Context: an optimization exercise on an open-source flow, tuned for small area and a short achievable clock period. The choices shown serve that exercise and are no tape-out recipe. Where RTL was checked, it was by simulation tests only, not by an equivalence proof against the original. Power is estimated from default activity; no workload was simulated.

==> onyx <==
Design lab1, start of the top module:
module lab1(clear, sign, bcd_out, overflow, c, a, b, f, w, clk);
   input [5:0] a, b;
   input [1:0] f;
   input       w;
   input       clk;
   output reg [11:0] c;
   output        overflow;
   output [27:0] bcd_out;
   output        sign;
   output [5:0]  clear;
   wire       sub = f[0];
   wire [5:0] bx = b ^ {6{sub}};
   wire [5:0] as = a + bx + {5'd0, sub};
   wire [11:0] prod, qr;
   mul6s mul(.a(a), .b(b), .p(prod));
   div6  div(.a(a), .b(b), .qr(qr));
   assign overflow = ~f[1] & (a[5] ~^ bx[5]) & (as[5] ^ a[5]);
   assign clear = 6'b111111;
   always @(posedge clk)
     if (w) c <= {a, b};
     else if (f[1]) c <= f[0] ? qr : prod;
     else c <= {6'b0, as};
   wire [15:0] bw;
   wire [5:0]  bl, bh;
   dd12 conv12(.c(c), .y(bw));
   bcd6 conv_lo(.x(c[5:0]), .y(bl));
   bcd6 conv_hi(.x(c[11:6]), .y(bh));
   segm disp(.x(bw), .y({2'b00, bh, bl}), .f(f), .bcd_out(bcd_out));
   assign sign = f[1] ? ~c[11] : ~c[5];
endmodule
==> flow/config.mk <==
export PLATFORM = sky130hd
export DESIGN_NAME = lab1
export DESIGN_NICKNAME = lab1
export VERILOG_FILES = /design/flow/design.v
export SDC_FILE = /design/flow/constraint.sdc
export NUM_CORES = 4
export LEC_CHECK = 0
export ABC_AREA = 1
export CAP_MARGIN = 20
export CORE_MARGIN = 2
export CORE_UTILIZATION = 30
export SLEW_MARGIN = 20
==> flow/constraint.sdc <==
create_clock -name core_clock -period 15.0 [get_ports {clk}]
set_input_delay 3.0000 -clock core_clock [delete_from_list [all_inputs] [get_ports {clk}]]
set_output_delay 3.0000 -clock core_clock [all_outputs]
set_load 0.01 [all_outputs]
standard.sh (not shown) runs the stock make flow with config.mk's settings and CLKGATE_MAP_FILE= SYNTH_SCRIPT=/design/flow/synth_recipe.tcl, a recipe that flattens the netlist after the stock synthesis.
==> flow/flow/run.sh <==
#!/bin/bash
# The standard layout (the standard.sh), with two changes:
# - the port buffers that ORFS inserts at global placement use sky130_fd_sc_hd__buf_2
#   instead of the default pick (clkdlybuf4s50_1, a slow delay cell);
# - no adder map file, so Yosys's extract_fa step is skipped and ABC maps the adder
#   logic with the other gates (extract_fa wraps its full adders in inverters).
#   The registers are the same as the standard synthesis's.
set -euo pipefail
export BUFFER_PORTS_ARGS="-buffer_cell sky130_fd_sc_hd__buf_2"
export ADDER_MAP_FILE=
bash standard.sh > standard_flow.log 2>&1
==> inputs of nickel, as changes to onyx <==
==> flow/run.sh (new file) <==
#!/bin/bash
# synth_recipe.tcl (not shown) runs the flow's synth.tcl, then flattens the netlist and writes it again
# the make line also repeats each setting of config.mk as NAME=value (left out here)
make -C /OpenROAD-flow-scripts/flow DESIGN_CONFIG=/design/flow/config.mk WORK_HOME=/design/flow/orfs CLKGATE_MAP_FILE= SYNTH_SCRIPT=/design/flow/synth_recipe.tcl finish
Settings changed: ABC_AREA 1 to not set.
removed: flow/flow/run.sh
removed: flow/standard.sh
==> inputs of juniper, as changes to onyx <==
==> flow/flow/run.sh (replaced) <==
#!/bin/bash
# The standard layout (the standard.sh, unchanged synthesis), with one change:
# the port buffers that ORFS inserts at global placement use sky130_fd_sc_hd__buf_2
# instead of the cell buffer_ports picks by default (clkdlybuf4s50_1, a slow delay cell).
set -euo pipefail
export BUFFER_PORTS_ARGS="-buffer_cell sky130_fd_sc_hd__buf_2"
bash standard.sh > standard_flow.log 2>&1
==> summary.txt <==
- Sequential share of layout area: nickel < juniper < onyx.
- juniper ran to the end with no violations. nickel produced a clean layout. onyx completed without violations.
- Die area: nickel > juniper > onyx.
- Global-route usage, lowest first: juniper, onyx, nickel.
- The lowest via count belongs to juniper, the highest to nickel.
- In nickel the clock-buffer cell count is higher than in onyx, by 1.
- Flip-flop and latch count is the same in nickel and onyx.
- Between juniper and onyx, the lower area after synthesis is in onyx (gap 2.4%, measured against onyx).


==> inputs of 04-08 <==
lab1, a different RTL version from the one above (not shown whole).
==> flow/config.mk <==
export PLATFORM = sky130hd
export DESIGN_NAME = lab1
export DESIGN_NICKNAME = lab1
export VERILOG_FILES = /design/flow/design.v
export SDC_FILE = /design/flow/constraint.sdc
export NUM_CORES = 4
export LEC_CHECK = 0
export ABC_AREA = 1
export CAP_MARGIN = 20
export CORE_MARGIN = 2
export CORE_UTILIZATION = 30
export SLEW_MARGIN = 20
export TNS_END_PERCENT = 0
==> flow/constraint.sdc <==
create_clock -name core_clock -period 15.0 [get_ports {clk}]
set_input_delay 3.0000 -clock core_clock [delete_from_list [all_inputs] [get_ports {clk}]]
set_output_delay 3.0000 -clock core_clock [all_outputs]
set_load 0.01 [all_outputs]
==> flow/flow/run.sh <==
#!/bin/bash
# The standard layout (the standard.sh, unchanged synthesis), with two changes:
# - the port buffers that ORFS inserts at global placement use sky130_fd_sc_hd__buf_2
#   instead of the default pick (clkdlybuf4s50_1, a slow delay cell);
# - repair_timing aims for 8 ns of setup slack instead of 0, so that it keeps sizing
#   and buffering the paths that set the achieved period.
set -euo pipefail
export BUFFER_PORTS_ARGS="-buffer_cell sky130_fd_sc_hd__buf_2"
export SETUP_SLACK_MARGIN=8
bash standard.sh > standard_flow.log 2>&1
==> inputs of 12-23, as changes to 04-08 <==
- TNS_END_PERCENT: 0 -> default
==> notes <==
In 04-08 the total power is smaller than in 12-23, by about 27%. Of 04-08 and 12-23, 12-23 has the higher first-iteration DRC count (gap 11%, measured against 12-23). Critical path depth is the same in 04-08 and 12-23. In clock-buffer cell count, 12-23 and 04-08 do not differ. Between 04-08 and 12-23, the lower sequential share of layout area is in 12-23 (gap 0.61 points). In 12-23 the global-route usage is higher than in 04-08, by 2.2 points. Of 04-08 and 12-23, 04-08 has the higher sequential power (gap about 4%, measured against 12-23). Against 12-23, the maximum frequency of 04-08 is lower by about 1.4%. Between 04-08 and 12-23, the lower non-clock buffer count is in 04-08 (gap 53). Cell area: 12-23 is larger than 04-08 (19%). Of 04-08 and 12-23, 12-23 has the higher routed wire length (gap 13%, measured against 12-23).
No run of this note included a check of the RTL's function; only the layout flow was run.


==> 01-10: inputs <==
lab1 again, from the RTL that the note above started with.
Design lab1, start of the top module:
module lab1(clear, sign, bcd_out, overflow, c, a, b, f, w, clk);
==> flow/config.mk <==
export PLATFORM = sky130hd
export DESIGN_NAME = lab1
export DESIGN_NICKNAME = lab1
export VERILOG_FILES = /design/flow/design.v
export SDC_FILE = /design/flow/constraint.sdc
export NUM_CORES = 4
export LEC_CHECK = 0
export ABC_AREA = 1
export CAP_MARGIN = 20
export CORE_MARGIN = 2
export CORE_UTILIZATION = 30
export SLEW_MARGIN = 20
export TNS_END_PERCENT = 0
==> flow/constraint.sdc <==
create_clock -name core_clock -period 15.0 [get_ports {clk}]
set_input_delay 3.0000 -clock core_clock [delete_from_list [all_inputs] [get_ports {clk}]]
set_output_delay 3.0000 -clock core_clock [all_outputs]
set_load 0.01 [all_outputs]
==> flow/flow/run.sh <==
#!/bin/bash
# The standard layout (the standard.sh, unchanged synthesis), with two changes:
# - the port buffers that ORFS inserts at global placement use sky130_fd_sc_hd__buf_2
#   instead of the default pick (clkdlybuf4s50_1, a slow delay cell);
# - repair_timing aims for 9 ns of setup slack instead of 0, so that it keeps sizing
#   and buffering the paths that set the achieved period.
set -euo pipefail
export BUFFER_PORTS_ARGS="-buffer_cell sky130_fd_sc_hd__buf_2"
export SETUP_SLACK_MARGIN=9
bash standard.sh > standard_flow.log 2>&1
==> 08-12 (differences from 01-10) <==
TNS_END_PERCENT = default   (was 0)
==> 04-04 (differences from 01-10) <==
==> flow/flow/run.sh (replaced) <==
#!/bin/bash
# The standard layout (the standard.sh, unchanged synthesis), with one change:
# the port buffers that ORFS inserts at global placement use sky130_fd_sc_hd__buf_2
# instead of the cell buffer_ports picks by default (clkdlybuf4s50_1, a slow delay cell).
set -euo pipefail
export BUFFER_PORTS_ARGS="-buffer_cell sky130_fd_sc_hd__buf_2"
bash standard.sh > standard_flow.log 2>&1
TNS_END_PERCENT = default   (was 0)
==> 08-22 (differences from 01-10) <==
==> flow/flow/run.sh (replaced) <==
#!/bin/bash
# The standard layout (the standard.sh), with two changes:
# - the port buffers that ORFS inserts at global placement use sky130_fd_sc_hd__buf_2
#   instead of the default pick (clkdlybuf4s50_1, a slow delay cell);
# - no adder map file, so Yosys's extract_fa step is skipped and ABC maps the adder
#   logic with the other gates (extract_fa wraps its full adders in inverters).
#   The registers are the same as the standard synthesis's.
set -euo pipefail
export BUFFER_PORTS_ARGS="-buffer_cell sky130_fd_sc_hd__buf_2"
export ADDER_MAP_FILE=
bash standard.sh > standard_flow.log 2>&1
TNS_END_PERCENT = default   (was 0)
==> summary of the runs <==
The highest global-route usage belongs to 08-12, the lowest to 04-04.
Sequential power: 04-04 is higher than 08-12 (about 1%).
Between 04-04 and 01-10, the lower hold slack is in 01-10 (gap 0.0033 ns).
Non-clock buffer count is the same in 08-22 and 04-04.
In clock-buffer cell count, 08-12 and 08-22 do not differ.
Against 01-10, the first-iteration DRC count of 08-22 is lower by 1.5%.
==> figures <==
Initial cell density of the core: 01-10 30.67%; 08-12 30.67%; 04-04 30.67%; 08-22 30.80%
Part of the cycle the worst path needs: 01-10 52.37%; 08-12 52.82%; 04-04 54.90%; 08-22 54.48%
Post-synthesis instance total: 01-10 750; 08-12 750; 04-04 750; 08-22 835
HPWL reported at the end of detailed placement: 01-10 10,090 um; 08-12 10,200 um; 04-04 10,100 um; 08-22 10,520 um
Critical path fanouts, max: 01-10 3; 08-12 4; 04-04 12; 08-22 25
Overall routing resource usage: 01-10 16.41%; 08-12 18.76%; 04-04 15.73%; 08-22 17.39%
Logic depth of the worst setup path including buffers: 01-10 39; 08-12 14; 04-04 31; 08-22 9
Pin count of the biggest net entering global routing: 01-10 33; 08-12 19; 04-04 34; 08-22 26
Maximum frequency from static timing analysis: 01-10 127.3 MHz; 08-12 126.2 MHz; 04-04 121.4 MHz; 08-22 122.4 MHz
Via density: 01-10 4.884; 08-12 4.892; 04-04 4.781; 08-22 4.901
Slowest-stage cell, CP: 01-10 ha_1; 08-12 ha_1; 04-04 dfxtp_1; 08-22 clkinv_1
Mux share of post-synthesis cell area: 01-10 0%; 08-12 0%; 04-04 0%; 08-22 0.2341%
Number of non-filler instances in the completed layout: 01-10 1,025; 08-12 1,067; 04-04 971; 08-22 1,051
Result of the run: 01-10 finished clean; 08-12 finished clean; 04-04 finished clean; 08-22 finished clean
No run of this note included a check of the RTL's function; only the layout flow was run.

==> separate check: timing with driven ports <==
The flow's constraints put no driver on any port. The routed layouts listed below were extracted and timed again, unchanged, in two steps.
Step 1: set_driving_cell puts a clkbuf_16 on clk and a buf_2 on each other input, an assumption about the parent block.
Step 2 moves the port delays by t, midway between the first and last clock arrival at a register: inputs arrive t later, outputs are due t later. That takes back most of the time a late clock gives input paths.
a / b / c = ideal / step 1 / step 2; a / b = the first two.
run | t (ns) | setup WS [ns] | hold WS [ns] | worst setup path after step 2
onyx | 0.271 | 6.916 / 6.870 / 6.870 | 3.061 / 3.046 / 3.317 | input to output
nickel | 0.271 | 4.826 / 4.792 / 5.062 | 3.632 / 3.630 / 3.834 | register to output
juniper | 0.266 | 6.788 / 6.756 / 6.826 | 3.098 / 3.099 / 3.365 | input to output
04-08 | 0.266 | 7.144 / 7.120 / 6.864 | 3.108 / 3.123 / 3.389 | input to register
12-23 | 0.263 | 7.253 / 7.234 / 6.971 | 3.078 / 3.085 / 3.348 | input to register
01-10 | 0.266 | 7.144 / 7.120 / 6.864 | 3.108 / 3.123 / 3.389 | input to register
08-12 | 0.273 | 7.078 / 7.018 / 6.807 | 3.025 / 3.054 / 3.327 | input to register
04-04 | 0.272 | 6.765 / 6.732 / 6.927 | 3.112 / 3.103 / 3.375 | input to output
08-22 | 0.267 | 6.828 / 6.781 / 6.781 | 3.106 / 3.093 / 3.360 | input to output
After both steps every run listed still meets setup and hold. The setup slack of 12-23, which loses most, moves by -0.019 ns with the drivers and by -0.282 ns with both steps.
